Background: an optimization exercise with open tools, aiming at small area and a short achievable clock period. Do not read the settings as production practice.
The RTL was checked by simulation tests, not by an equivalence proof against the original design.

`config.mk`:
```
export PLATFORM = sky130hd
export DESIGN_NAME = array_top
export DESIGN_NICKNAME = array_top
export VERILOG_FILES = /design/flow/design.v
export SDC_FILE = /design/flow/constraint.sdc
export NUM_CORES = 8
export LEC_CHECK = 0
export CAP_MARGIN = 20
export CORE_MARGIN = 2
export CORE_UTILIZATION = 40
export SETUP_SLACK_MARGIN = 0.2
export SLEW_MARGIN = 20
```
`constraint.sdc`:
```
create_clock -name core_clock -period 14.0 [get_ports {clk}]
set_input_delay 2.8000 -clock core_clock [delete_from_list [all_inputs] [get_ports {clk}]]
set_output_delay 2.8000 -clock core_clock [all_outputs]
set_load 0.01 [all_outputs]
```
`design.v`:
```
module array_top #(parameter ARRAY_SIZE=4, parameter LOG_ARRAY_SIZE=2) (
    input clk,
    input [(ARRAY_SIZE*ARRAY_SIZE*32)-1:0] weights,
    input [(ARRAY_SIZE*8)-1:0] inputs,
    input [3:0] in_width,
    input [3:0] weight_width,
    input s_in,
    input s_weight,
    output reg [(ARRAY_SIZE*(10+LOG_ARRAY_SIZE)*4)-1:0] psum
    );
    localparam COL_WIDTH = 10+LOG_ARRAY_SIZE;
    reg [(ARRAY_SIZE*8)-1:0] in_reg;
    reg [(ARRAY_SIZE*ARRAY_SIZE*32)-1:0] weight_reg;
    reg [3:0] in_width_reg;
    reg [3:0] weight_width_reg;
    reg s_in_reg;
    reg s_weight_reg;
    wire [(ARRAY_SIZE*COL_WIDTH*4)-1:0] psum_out;
    systolic_array #(.ARRAY_SIZE(ARRAY_SIZE), .LOG_ARRAY_SIZE(LOG_ARRAY_SIZE)) sa0(
        .clk(clk),
        .inputs(in_reg),
        .weights(weight_reg),
        .in_width(in_width_reg),
        .weight_width(weight_width_reg),
        .s_in(s_in_reg),
        .s_weight(s_weight_reg),
        .psums(psum_out)
    );
    always @(posedge clk) begin
        in_reg <= inputs;
        weight_reg <= weights;
        in_width_reg <= in_width;
        weight_width_reg <= weight_width;
        s_in_reg <= s_in;
        s_weight_reg <= s_weight;
        psum <= psum_out;
    end
endmodule
module systolic_array #(parameter ARRAY_SIZE=8, parameter LOG_ARRAY_SIZE=3) 
    (
        clk,
        in_width,
        weight_width,
        s_in,
        s_weight,
        weights,
        inputs,
        psums 
    );
    localparam COL_WIDTH = 10+LOG_ARRAY_SIZE;
    input clk;
    input [3:0] in_width;
    input [3:0] weight_width;
    input s_in;
    input s_weight;
    input [(ARRAY_SIZE*ARRAY_SIZE)-1:0] [31:0] weights;
    input [ARRAY_SIZE-1:0] [7:0] inputs;
    output [ARRAY_SIZE-1:0] [(COL_WIDTH*4)-1:0] psums; 
    wire [(ARRAY_SIZE*(ARRAY_SIZE+1))-1:0] [(COL_WIDTH*4)-1:0] psum_fwds;
    genvar i;
    genvar j;
    generate 
        for (i=0; i<ARRAY_SIZE; i=i+1) begin: last_psum_row
            assign psums[i] = psum_fwds[(ARRAY_SIZE*ARRAY_SIZE)+i];
        end
    endgenerate
    generate 
        for (i=0; i<ARRAY_SIZE; i=i+1) begin: first_psum_row
            assign psum_fwds[i] = {(COL_WIDTH*4){1'b0}};
        end
    endgenerate
    generate 
        for (i=0; i<ARRAY_SIZE; i=i+1) begin: rows
            for (j=0; j<ARRAY_SIZE; j=j+1) begin: columns
                fusion_unit #(.COL_WIDTH(COL_WIDTH)) fu (
                    .clk(clk),
                    .in(inputs[i]),
                    .weight(weights[(i*ARRAY_SIZE)+j]),
                    .psum_in(psum_fwds[(i*ARRAY_SIZE)+j]),
                    .in_width(in_width),
                    .weight_width(weight_width),
                    .s_in(s_in),
                    .s_weight(s_weight),
                    .psum_fwd(psum_fwds[((i+1)*ARRAY_SIZE)+j])
                );
            end
        end 
    endgenerate
endmodule    
module fusion_unit #(parameter COL_WIDTH=13) (
    input clk,
    input [7:0] in,
    input [31:0] weight,
    input [(COL_WIDTH*4)-1:0] psum_in,
    input [3:0] in_width,
    input [3:0] weight_width,
    input s_in,
    input s_weight,
    output reg [(COL_WIDTH*4)-1:0] psum_fwd  
    );
    wire [2:0] shift0;
    wire [2:0] shift1;
    wire [2:0] shift2;
    wire [2:0] shift3;
    wire [2:0] shift4;
    wire [2:0] shift5;
    wire [2:0] shift6;
    wire [2:0] shift7;
    wire [2:0] shift8;
    wire [2:0] shift9;
    wire [2:0] shift10;
    wire [2:0] shift11;
    wire [2:0] shift12;
    wire [2:0] shift13;
    wire [2:0] shift14;
    wire [2:0] shift15;
    wire [3:0] big_shift0, big_shift1, big_shift2, big_shift3;
    wire [9:0] prod0;
    wire [9:0] prod1;
    wire [9:0] prod2;
    wire [9:0] prod3;
    wire [9:0] prod4;
    wire [9:0] prod5;
    wire [9:0] prod6;
    wire [9:0] prod7;
    wire [9:0] prod8;
    wire [9:0] prod9;
    wire [9:0] prod10;
    wire [9:0] prod11;
    wire [9:0] prod12;
    wire [9:0] prod13;
    wire [9:0] prod14;
    wire [9:0] prod15;
    wire [(COL_WIDTH*2)-1:0] sum0, sum1, sum2, sum3;
    wire [3:0] weight_signed, in_signed;
    wire [31:0] weight_bb = (in_width[3:2] == 2'b00) ? weight : (in_width[3] == 1'b1) ? 
                            {weight[7:0], weight[7:0], weight[7:0], weight[7:0]} : 
                            {weight[15:8], weight[15:8], weight[7:0], weight[7:0]};
    shift_lookup sl(
        .in_width(in_width),
        .weight_width(weight_width),
        .row0({shift3, shift2, shift1, shift0}),
        .row1({shift7, shift6, shift5, shift4}),
        .row2({shift11, shift10, shift9, shift8}),
        .row3({shift15, shift14, shift13, shift12}),
        .big_shift({big_shift3, big_shift2, big_shift1, big_shift0})
    );
    sign_lookup signlu(
        .in_width(in_width),
        .weight_width(weight_width),
        .in_signed(in_signed),
        .weight_signed(weight_signed)
    );
    bitbrick bb0(
        .x(in[1:0]),
        .s_x(s_in & in_signed[0]),
        .y(weight_bb[1:0]),
        .s_y(s_weight & weight_signed[0]),
        .shift(shift0),
        .prod(prod0)
    );
    bitbrick bb1(
        .x(in[1:0]),
        .s_x(s_in & in_signed[0]),
        .y(weight_bb[3:2]),
        .s_y(s_weight & weight_signed[1]),
        .shift(shift1),
        .prod(prod1)
    );
    bitbrick bb2(
        .x(in[1:0]),
        .s_x(s_in & in_signed[0]),
        .y(weight_bb[5:4]),
        .s_y(s_weight & weight_signed[2]),
        .shift(shift2),
        .prod(prod2)
    );
    bitbrick bb3(
        .x(in[1:0]),
        .s_x(s_in & in_signed[0]),
        .y(weight_bb[7:6]),
        .s_y(s_weight & weight_signed[3]),
        .shift(shift3),
        .prod(prod3)
    );
    bitbrick bb4(
        .x(in[3:2]),
        .s_x(s_in & in_signed[1]),
        .y(weight_bb[9:8]),
        .s_y(s_weight & weight_signed[0]),
        .shift(shift4),
        .prod(prod4)
    );
    bitbrick bb5(
        .x(in[3:2]),
        .s_x(s_in & in_signed[1]),
        .y(weight_bb[11:10]),
        .s_y(s_weight & weight_signed[1]),
        .shift(shift5),
        .prod(prod5)
    );
    bitbrick bb6(
        .x(in[3:2]),
        .s_x(s_in & in_signed[1]),
        .y(weight_bb[13:12]),
        .s_y(s_weight & weight_signed[2]),
        .shift(shift6),
        .prod(prod6)
    );
    bitbrick bb7(
        .x(in[3:2]),
        .s_x(s_in & in_signed[1]),
        .y(weight_bb[15:14]),
        .s_y(s_weight & weight_signed[3]),
        .shift(shift7),
        .prod(prod7)
    );
    bitbrick bb8(
        .x(in[5:4]),
        .s_x(s_in & in_signed[2]),
        .y(weight_bb[17:16]),
        .s_y(s_weight & weight_signed[0]),
        .shift(shift8),
        .prod(prod8)
    );  
    bitbrick bb9(
        .x(in[5:4]),
        .s_x(s_in & in_signed[2]),
        .y(weight_bb[19:18]),
        .s_y(s_weight & weight_signed[1]),
        .shift(shift9),
        .prod(prod9)
    );  
    bitbrick bb10(
        .x(in[5:4]),
        .s_x(s_in & in_signed[2]),
        .y(weight_bb[21:20]),
        .s_y(s_weight & weight_signed[2]),
        .shift(shift10),
        .prod(prod10)
    ); 
    bitbrick bb11(
        .x(in[5:4]),
        .s_x(s_in & in_signed[2]),
        .y(weight_bb[23:22]),
        .s_y(s_weight & weight_signed[3]),
        .shift(shift11),
        .prod(prod11)
    );  
    bitbrick bb12(
        .x(in[7:6]),
        .s_x(s_in & in_signed[3]),
        .y(weight_bb[25:24]),
        .s_y(s_weight & weight_signed[0]),
        .shift(shift12),
        .prod(prod12)
    );  
    bitbrick bb13(
        .x(in[7:6]),
        .s_x(s_in & in_signed[3]),
        .y(weight_bb[27:26]),
        .s_y(s_weight & weight_signed[1]),
        .shift(shift13),
        .prod(prod13)
    ); 
    bitbrick bb14(
        .x(in[7:6]),
        .s_x(s_in & in_signed[3]),
        .y(weight_bb[29:28]),
        .s_y(s_weight & weight_signed[2]),
        .shift(shift14),
        .prod(prod14)
    ); 
    bitbrick bb15(
        .x(in[7:6]),
        .s_x(s_in & in_signed[3]),
        .y(weight_bb[31:30]),
        .s_y(s_weight & weight_signed[3]),
        .shift(shift15),
        .prod(prod15)
    ); 
    fusion_subunit #(.COL_WIDTH(COL_WIDTH)) fs0 (
        .p0(prod0),
        .p1(prod1),
        .p2(prod4),
        .p3(prod5),
        .shift(big_shift0),
        .split_column(weight_width[1] || weight_width[0]),        
        .sign(s_in | s_weight),
        .sum(sum0)
    );
    fusion_subunit #(.COL_WIDTH(COL_WIDTH))  fs1 (
        .p0(prod2),
        .p1(prod3),
        .p2(prod6),
        .p3(prod7),
        .shift(big_shift1),
        .split_column(weight_width[1] || weight_width[0]),        
        .sign(s_in | s_weight),
        .sum(sum1)
    );
    fusion_subunit #(.COL_WIDTH(COL_WIDTH))  fs2 (
        .p0(prod8),
        .p1(prod9),
        .p2(prod12),
        .p3(prod13),
        .shift(big_shift2),
        .split_column(weight_width[1] || weight_width[0]),
        .sign(s_in | s_weight),
        .sum(sum2)
    );
    fusion_subunit #(.COL_WIDTH(COL_WIDTH))  fs3 (
        .p0(prod10),
        .p1(prod11),
        .p2(prod14),
        .p3(prod15),
        .shift(big_shift3),
        .split_column(weight_width[1] || weight_width[0]),
        .sign(s_in | s_weight),
        .sum(sum3)
    );
    wire [(COL_WIDTH*4)-1:0] stotal = $signed(sum0) + $signed(sum1) + $signed(sum2) + $signed(sum3) + $signed(psum_in) ;
    always @(posedge clk) begin
        casez (weight_width)
                4'b1000: begin  
                            psum_fwd[(COL_WIDTH*2)-1:0] <= (s_in | s_weight) ? stotal[(COL_WIDTH*2)-1:0] : sum0 + sum1 + sum2 + sum3 + psum_in;
                            psum_fwd[(COL_WIDTH*4)-1:(COL_WIDTH*2)] <= (s_in | s_weight) ? stotal[(COL_WIDTH*4)-1:(COL_WIDTH*2)] : {(COL_WIDTH*2){1'b0}};
                        end
                4'b0100: begin  
                            psum_fwd[(COL_WIDTH*2)-1:0] <= sum0 + sum2 + psum_in[(COL_WIDTH*2)-1:0];
                            psum_fwd[(COL_WIDTH*4)-1:(COL_WIDTH*2)] <= sum1 + sum3 + psum_in[(COL_WIDTH*4)-1:(COL_WIDTH*2)];
                        end
                4'b00zz: begin  
                            psum_fwd[(COL_WIDTH)-1:0] <= sum0[(COL_WIDTH)-1:0] + sum2[(COL_WIDTH)-1:0] + psum_in[(COL_WIDTH)-1:0];
                            psum_fwd[(COL_WIDTH*2)-1:COL_WIDTH] <= sum0[(COL_WIDTH*2)-1:COL_WIDTH] + sum2[(COL_WIDTH*2)-1:COL_WIDTH] + psum_in[(COL_WIDTH*2)-1:COL_WIDTH];
                            psum_fwd[(COL_WIDTH*3)-1:COL_WIDTH*2] <= sum1[(COL_WIDTH)-1:0] + sum3[(COL_WIDTH)-1:0] + psum_in[(COL_WIDTH*3)-1:COL_WIDTH*2];
                            psum_fwd[(COL_WIDTH*4)-1:COL_WIDTH*3] <= sum1[(COL_WIDTH*2)-1:COL_WIDTH] + sum3[(COL_WIDTH*2)-1:COL_WIDTH] + psum_in[(COL_WIDTH*4)-1:COL_WIDTH*3];
                        end
        endcase        
    end
endmodule
module fusion_subunit #(parameter COL_WIDTH=13) (
    input [9:0] p0,
    input [9:0] p1,
    input [9:0] p2,
    input [9:0] p3,
    input [3:0] shift,
    input split_column,  
    input sign,
    output [(COL_WIDTH*2)-1:0] sum
    );
    wire [COL_WIDTH-1:0] col1, col2;
    wire [(COL_WIDTH*2)-1:0] total;
    wire [(COL_WIDTH*2)-1:0] stotal = $signed(col1)+$signed(col2); 
    wire [COL_WIDTH-1:0] scol1 = $signed(p0)+$signed(p2); 
    wire [COL_WIDTH-1:0] scol2 = $signed(p1)+$signed(p3); 
    assign col1 = sign ? scol1 : p0 + p2;
    assign col2 = sign ? scol2 : p1 + p3;
    assign total = sign ? stotal : col1 + col2;
    assign sum = split_column ? {col2, col1} : total << shift;
endmodule    
module bitbrick (
    input [1:0] x,
    input s_x,
    input [1:0] y,
    input s_y,
    input [2:0] shift,
    output [9:0] prod
    );
    wire [2:0] x1, y1;
    wire [5:0] p0, p1, p2;
    wire [5:0] p3 = 6'b101000;
    wire [5:0] p;
    assign x1[1:0] = x[1:0];
    assign y1[1:0] = y[1:0];
    assign x1[2] = s_x & x[1];
    assign y1[2] = s_y & y[1];
    assign p0 = {~(y1[0] & x1[2]), y1[0] & x1[1], y1[0] & x1[0]};
    assign p1 = {~(y1[1] & x1[2]), y1[1] & x1[1], y1[1] & x1[0]} << 1;
    assign p2 = {y1[2] & x1[2], ~(y1[2] & x1[1]), ~(y1[2] & x1[0]) } << 2;
    assign p = p0 + p1 + p2 + p3;    
    assign prod = (($signed(p) << 4) >>> 4) << shift; 
endmodule
module shift_lookup (
    input [3:0] in_width,
    input [3:0] weight_width,
    output reg [11:0] row0,
    output reg [11:0] row1,
    output reg [11:0] row2,
    output reg [11:0] row3,
    output reg [15:0] big_shift
    );
    always @(*) begin
        casez ({weight_width, in_width})
            8'b00zz0100: begin
                        row0 = 12'b0;               
                        row1 = 12'b010010010010;
                        row2 = 12'b0;
                        row3 = 12'b010010010010;
                        end
            8'b00zz1000: begin
                        row0 = 12'b0;              
                        row1 = 12'b010010010010;
                        row2 = 12'b100100100100;
                        row3 = 12'b110110110110;
                        end
            8'b010000zz: 
                        begin
                        row0 = 12'b010000010000;   
                        row1 = 12'b010000010000;
                        row2 = 12'b010000010000;
                        row3 = 12'b010000010000;
                        end
            8'b100000zz: begin
                        row0 = 12'b110100010000;   
                        row1 = 12'b110100010000;   
                        row2 = 12'b110100010000;   
                        row3 = 12'b110100010000;
                        end
            8'bzz00zz00: begin
                        row0 = 12'b010000010000;   
                        row1 = 12'b100010100010;
                        row2 = 12'b010000010000; 
                        row3 = 12'b100010100010;   
                        end                    
            default: begin
                    row0 = 12'b0; 
                    row1 = 12'b0;
                    row2 = 12'b0;
                    row3 = 12'b0;
                    end
        endcase
        case ({weight_width, in_width}) 
            8'b01001000: big_shift = 16'b0100010000000000;  
            8'b10000100: big_shift = 16'b0100000001000000;  
            8'b10001000: big_shift = 16'b1000010001000000;  
            default: big_shift = 16'b0;
        endcase
    end
endmodule    
module sign_lookup (
    input [3:0] in_width,
    input [3:0] weight_width,
    output reg [3:0] in_signed,
    output reg [3:0] weight_signed
    );
    always @(*) begin
        case (in_width)
            4'b0001,
            4'b0010: in_signed = 4'b1111;
            4'b0100: in_signed = 4'b1010;
            4'b1000: in_signed = 4'b1000;
            default: in_signed = 4'b1000;
        endcase
        case (weight_width)
            4'b0001,
            4'b0010: weight_signed = 4'b1111;
            4'b0100: weight_signed = 4'b1010;
            4'b1000: weight_signed = 4'b1000;
            default: weight_signed = 4'b1000;
        endcase
    end
endmodule
```
`run.sh`:
```
#!/bin/bash
# synth_recipe.tcl (not shown) runs the flow's synth.tcl, then flattens the netlist and writes it again
# the make line also repeats each setting of config.mk as NAME=value (left out here)
make -C /OpenROAD-flow-scripts/flow DESIGN_CONFIG=/design/flow/config.mk WORK_HOME=/design/flow/orfs CLKGATE_MAP_FILE= SYNTH_SCRIPT=/design/flow/synth_recipe.tcl finish
```
==> results.txt <==
status=no timing/DRC/antenna violations; layout cell share with drive strength beyond 1=6.14%; WP data required=14.81 ns; max cap viols=0; CTS root buf=clkbuf_16; Pins Over Slew Limit=0; crit path setup slack, layout=0.553 ns; die height=938 um; Synth Area in Compound Gates=21.9%; count of final setup violators=0; Worst Setup Path Type=flip-flop to flip-flop; CTS H-Tree Depth=4; die area=0.879 sq mm; RSZ-0062 raised after global routing=yes; Slew headroom=4.39%; CTS tree=done; Final Hold Fails=0; Layout Cells excl Fill=57,700; Synth Area in Adders=33.0%; Yosys cell types=103; crit path from=in_width_reg[2]$_DFF_P_; Max Fclk=0.0744 GHz; Hold Path Class=flip-flop to flip-flop; post-synthesis mux area share=2.14%; Final HPWL DP=1,610,000 um; Setup WS pre-CTS=0.420 ns; Post-CTS Hold Fix Bufs=0; asr flop ratio synth=0%; vias in the first global route=338,000; Worst Reg-to-Reg Cells=50; Longest Clk Path Bufs=4; largest family of logic cells by synthesized area=adder cells; Synth area leaders=ha_1, fa_1, a21oi_1, edfxtp_1, xnor2_1; 1st-pass router iterations=12; fin crit share=96.0%; largest fanout on the critical path=17; Placement Cell Area=0.379 sq mm; Synth top cells by count=ha_1, inv_1, a21oi_1, nand2_1, nor2_1; post-route ant nets=0; number of flops mapped to enable cells by yosys=768; PortBufs=746; Final min period=13.45 ns; grt total ovfl=0; register-to-register setup slack=0.55 ns; largest net degree at the start of global routing=140; Die W=938 um; cells after synthesis=45,100; post-synthesis simple-gate area fraction=16.6%; FF+latch count, synth=1,514; slew at the pin closest to its max-slew limit=1.43 ns; routed vias=348,000; Area growth, synth to finish=10.9%; Placed Cells=57,100; fin nets=54,000; Hold WS=0.312 ns; Yosys top cell by area=ha_1; syn_nets=53,200; clock slew at reported path FFs=0.08 ns; Filler cells=87,100; Initial Util=40.2%; Final Wtd Congestion=1.08; critical path arrival=14.25 ns; first-pass GRT wire length=2,620,000 um; core box area=0.868 sq mm; Synth top area share=17.8%; GRT Total Usage=42.5%; sequential area share after synthesis=10.9%; max reg flops=768; Slowest cell on crit path=dfxtp_4; Synth Warn #=4; Worst-Skew Late Latency=1.16 ns; CTS Buf Count=194; drt total wl=1,930,000 um; clock skew=0.191 ns; DRT iter0 DRCs=36,900; synthesized area per cell=7.74 sq um; R2R Path End=sa0.rows[1].columns[1].fu.psum_fwd[47]$_DFFE_PP_; Top cell by count, worst path=buf_4; CTS sink cnt=1,514; Syn Std Cell Area=0.349 sq mm; critical path's largest stage delay=0.60 ns; Setup crit start kind=flip-flop; initial antenna violation count=198; worst setup path endpoint=sa0.rows[1].columns[1].fu.psum_fwd[47]$_DFFE_PP_; via/cell ratio=6.03; final instance area=0.387 sq mm; Post-route DRC=0; Core Rows=342; crit end category=flip-flop; count leader, synth=ha_1; XOR/XNOR Fraction of Synth Area=7.96%; # IOs=747; FF-to-FF Start=in_width_reg[2]$_DFF_P_; setup_tns=0 ns; Top FF cell, synth=edfxtp_1; routed wire length per instance=33.5 um
## cells by family after synthesis
| kind of cell | count (synthesis) |
|---|---|
| XOR/XNOR | 3165 |
| AND/OR/NAND/NOR | 12900 |
| buffers and inverters | 6883 |
| multiplexers | 722 |
| flip-flops | 1514 |
| adder cells (fa/ha/maj) | 7612 |
| AO/OA/AOI/OAI | 12300 |
## critical path, delay by kind of cell, from the launching register on
family	cells	cell delay, ns
compound gates	17	4.30
fa+ha+maj	9	3.43
buf+inv	10	2.17
simple gates	11	1.76
xor+xnor	3	0.76
flops	1	0.60
## layer usage
metal,wire (um),vias up,GRT usage [%]
li1,-,156000,-
met3,164000,5283,9.06
met4,263000,48,47.5
met5,329,-,0
met1,690000,169000,47.0
met2,815000,17900,64.5
## worst min-delay path by stage
stage | startpoint | slack (ns) | cells past startpoint | end
after floorplan | sa0.rows[3].columns[0].fu.psum_fwd[0]$_DFFE_PP_ | 0.32 | 0 | psum[0]$_DFF_P_
after global placement | sa0.rows[3].columns[2].fu.psum_fwd[6]$_DFFE_PP_ | 0.33 | 0 | psum[102]$_DFF_P_
after detailed placement | sa0.rows[3].columns[2].fu.psum_fwd[24]$_DFFE_PP_ | 0.33 | 0 | psum[120]$_DFF_P_
after CTS | sa0.rows[3].columns[0].fu.psum_fwd[1]$_DFFE_PP_ | 0.33 | 0 | psum[1]$_DFF_P_
after global routing | sa0.rows[3].columns[2].fu.psum_fwd[23]$_DFFE_PP_ | 0.33 | 0 | psum[119]$_DFF_P_
final | sa0.rows[3].columns[0].fu.psum_fwd[1]$_DFFE_PP_ | 0.31 | 0 | psum[1]$_DFF_P_
## layout by cell type, fill, tap and decap left out, drive strengths merged, types with 87 or more instances in the layout
cell type and count:
ha 4956, nor2b 455, xor2 936, o21a 392, a31oi 338, or3 166
a211oi 261, a22oi 87, a21boi 88, o31ai 166, and2 838, clkdlybuf4s50 744
o22ai 285, mux2i 629, edfxtp 768, o21bai 1015, nand2b 640, buf 1873
a21o 1460, diode 252, a31o 90, nand3 742, nor2 4185, dfxtp 746
xnor2 2226, a22o 138, inv 4827, nand2 4446, fa 2656, o21ai 2089
nor3 473, or2 122, clkbuf 249, o211ai 167, a21oi 4684, nand4 146
and3 506
## metrics by stage
step	utilization, %
2_1_floorplan	-
3_3_place_gp	43.6
3_5_place_dp	43.7
4_1_cts	44.4
5_1_grt	44.5
6_report	44.5
## what timing repair did
action                                  in CTS  in global routing
setup buffers                                0                  7
resized for setup                            1                 26
pin swaps                                    0                  1
endpoints found under the setup margin       1                 43
## final cells by class
cell class	instances	area (sq um)	share of cell area (%)
Clock buffer	249	5500	1.42
Antenna cell	252	631	0.163
Tap cell	11500	14400	3.73
Clock inverter	111	1190	0.308
Sequential cell	1514	38100	9.84
Multi-Input combinational cell	36700	286000	73.9
Timing Repair Buffer	2617	23100	5.96
Inverter	4792	18000	4.65

afterwards: timing with drivers on the ports:
No port has a modelled driver above. Below, the same layout with a new extraction and two added sets of constraints. Step 1, drivers: a clkbuf_16 drives clk and a buf_2 each remaining input, both assumed. Step 2 adds t to the input delays and takes it off the output delays; t is the mean of the earliest and latest rising clock arrival at the registers after step 1. Input paths then give back, and output paths get back, about the clock's delay inside the block. a / b / c = ideal ports / drivers / drivers and shift; a / b = the first two.
shift t [ns]: 1.215
setup slack, ns: 0.553 / 0.553 / 0.553
worst slew at a driven data input, ns: 0.37
After both steps setup and hold are still met in this run. For this run, drivers alone change the setup slack by 0.000 ns; drivers and shift together by 0.000 ns.
